Background: an optimization exercise with open tools, aiming at small area, a short achievable clock period and few clock cycles per item. Do not read the settings as production practice.
In this exercise RTL edits were held to simulation tests only and were not proved equivalent to the original.
Power and IR drop assume default switching activity.

==> inputs of run a <==
==> flow/design.v (excerpt) <==
module sum_stationary #(
  parameter int DATA_WIDTH = 8,
  parameter int N = 4,
  parameter int C_DATA_WIDTH = (2 * DATA_WIDTH) + $clog2(N),
  parameter int COUNTER_BITS = 16,
  parameter int LEN_BITS = 12      
) (
  input                             clk,
  input                             reset,
  input                             a_input_valid,
  input                             b_input_valid,
  input                             output_ready,
  output                            input_ready,
  output logic                      output_valid,
  input                             output_by_row,
  input        [COUNTER_BITS-1:0]   len_input,
  input        [N*DATA_WIDTH-1:0]   a_data,
  input        [N*DATA_WIDTH-1:0]   b_data,
  output logic [N*C_DATA_WIDTH-1:0] c_data_streaming
);
make LEC_CHECK=0 CAP_MARGIN=20 CORE_MARGIN=2 CORE_UTILIZATION=40 PLACE_DENSITY=0.6 SETUP_SLACK_MARGIN=1.2 SLEW_MARGIN=20 finish   # period 6.0 ns
run.sh (not shown) runs the stock make flow with config.mk's settings and CLKGATE_MAP_FILE= SYNTH_SCRIPT=/design/flow/synth_recipe.tcl, a recipe that flattens the netlist after the stock synthesis.
==> run b (differences from run a) <==
--- a/flow/config.mk
+++ b/flow/config.mk
@@ -11,3 +11,3 @@
 export PLACE_DENSITY = 0.6
-export SETUP_SLACK_MARGIN = 1.2
+export SETUP_SLACK_MARGIN = 0.6
 export SLEW_MARGIN = 20
==> notes <==
Die area is the same in run b and run a.
In clock power, run a and run b hardly differ.
Area after synthesis is the same in run a and run b.
Against run a, the final cell count of run b is smaller by 1.4%.
In run b the global-route usage is lower than in run a, by 0.20 points.
Run b completed without violations. Run a finished clean.
Testbench counts of run a, summed over its fixed seeds: cycles 5,211, tiles 128.
Testbench counts of run b, summed over its fixed seeds: cycles 5,211, tiles 128.

* * *

==> inputs of run X <==
sum_stationary, a different RTL version from the one above (not shown whole).
export LEC_CHECK = 0
export ABC_AREA = 1
export CAP_MARGIN = 20
export CORE_MARGIN = 2
export CORE_UTILIZATION = 40
export PLACE_DENSITY = 0.6
export SETUP_SLACK_MARGIN = 1.5
export SLEW_MARGIN = 20
create_clock -name core_clock -period 6.0 [get_ports {clk}]
==> run A (differences from run X) <==
- ABC_AREA: 1 -> default
- SETUP_SLACK_MARGIN: 1.5 -> 2.0
==> run D (differences from run X) <==
==> flow/flow/run.sh (new file) <==
#!/bin/bash
# The standard layout (standard synthesis, floorplan, placement, CTS,
# routing), with one change: the input and output port buffers that
# global placement inserts are plain buf_2 cells, which the resizer may
# upsize, instead of the clkdlybuf4s50 delay cells buffer_ports picks on
# its own. Every port still gets its buffer.
set -euo pipefail
export BUFFER_PORTS_ARGS="-buffer_cell sky130_fd_sc_hd__buf_2"
bash standard.sh finish > run_standard.log 2>&1
==> flow/standard.sh (new file) <==
#!/bin/bash
# synth_recipe.tcl (not shown) runs the flow's synth.tcl, then flattens the netlist and writes it again
# the make line also repeats each setting of config.mk as NAME=value (left out here)
make -C /OpenROAD-flow-scripts/flow DESIGN_CONFIG=/design/flow/config.mk WORK_HOME=/design/flow/orfs CLKGATE_MAP_FILE= SYNTH_SCRIPT=/design/flow/synth_recipe.tcl "${@:-finish}"
- ABC_AREA: 1 -> default
- SETUP_SLACK_MARGIN: 1.5 -> 2.0
removed: flow/run.sh
==> run K (differences from run X) <==
- SETUP_SLACK_MARGIN: 1.5 -> default
==> qor summary <==
| quantity | run D | run K | run A | run X |
|---|---|---|---|---|
| Number of fill cells | 10600 | 12200 | 10600 | 12200 |
| Synthesized netlist net count | 5896 | 7567 | 5896 | 7567 |
| Clock transition at the register clock pins on the worst setup and hold paths after CTS | 0.06 ns | 0.06 ns | 0.07 ns | 0.06 ns |
| Result of the run | complete, no violations | complete, no violations | complete, no violations | complete, no violations |
| Sequential fraction of total cell area | 17.4% | 16.7% | 17.0% | 16.7% |
| CP arrival | 4.64 ns | 3.91 ns | 4.65 ns | 3.36 ns |
| Launching instance or port of the critical path | s1_r[1] | cs[3] | a_r[22] | cs[2] |
| Met1 routed wirelength after detailed routing | 69700 um | 92500 um | 70400 um | 92000 um |
| Avg Vias per Cell | 6.45 | 5.98 | 6.44 | 5.96 |
| Fraction of power spent switching nets | 44.2% | 48.9% | 43.4% | 48.8% |
| Die Y | 340 um | 350 um | 340 um | 350 um |
| Slew of the pin with the lowest slew margin | 1.22 ns | 1.31 ns | 1.19 ns | 1.19 ns |
| Number of optimization iterations in the first detailed-route pass | 15 | 8 | 13 | 9 |
| First-pass GRT wire length | 277000 um | 342000 um | 277000 um | 343000 um |
| Layout Cell Area excl Fill | 52900 um2 | 53500 um2 | 54300 um2 | 53800 um2 |
| Buf/Inv on CP | 3 | 2 | 3 | 3 |
| Total via count after detailed routing | 42900 | 49600 | 43000 | 49500 |
Testbench counts of run X, summed over its fixed seeds: cycles 5,211, tiles 128.
Testbench counts of run A, summed over its fixed seeds: cycles 5,211, tiles 128.
Testbench counts of run D, summed over its fixed seeds: cycles 5,211, tiles 128.
Testbench counts of run K, summed over its fixed seeds: cycles 5,211, tiles 128.

-- port drivers added, routing unchanged --
In the flow no input, the clock included, has a driving cell. The finished layouts below were timed again as built, in two steps. Step 1 assumes that a clkbuf_16 drives the clock port and a buf_2 every other input. Step 2 times the ports against the registers' clock, not the clock port: input delays grow and output delays shrink by t, the midpoint of the rising clock arrivals with the driver on. a / b / c = no drivers / after step 1 / after step 2; a / b = the first two.
run | shift t [ns] | setup WS [ns] | clock arrival spread, ns | worst slew at a driven data input, ns
run a of note 1 | 0.756 | 1.253 / 1.214 / 1.214 | 0.032 / 0.032 | 0.17
run b of note 1 | 0.751 | 0.815 / 0.815 / 0.815 | 0.039 / 0.040 | 0.19
run X of note 2 | 0.802 | 1.444 / 1.362 / 1.447 | 0.053 / 0.053 | 0.08
run A of note 2 | 0.770 | 1.952 / 1.787 / 1.787 | 0.039 / 0.039 | 0.25
run D of note 2 | 0.740 | 1.957 / 1.898 / 1.957 | 0.035 / 0.035 | 0.25
run K of note 2 | 0.806 | 0.893 / 0.810 / 0.945 | 0.063 / 0.063 | 0.07
After both steps setup and hold are still met in every run listed. The setup slack of run A of note 2, which loses most, moves by -0.165 ns with the drivers and by -0.165 ns with both steps.
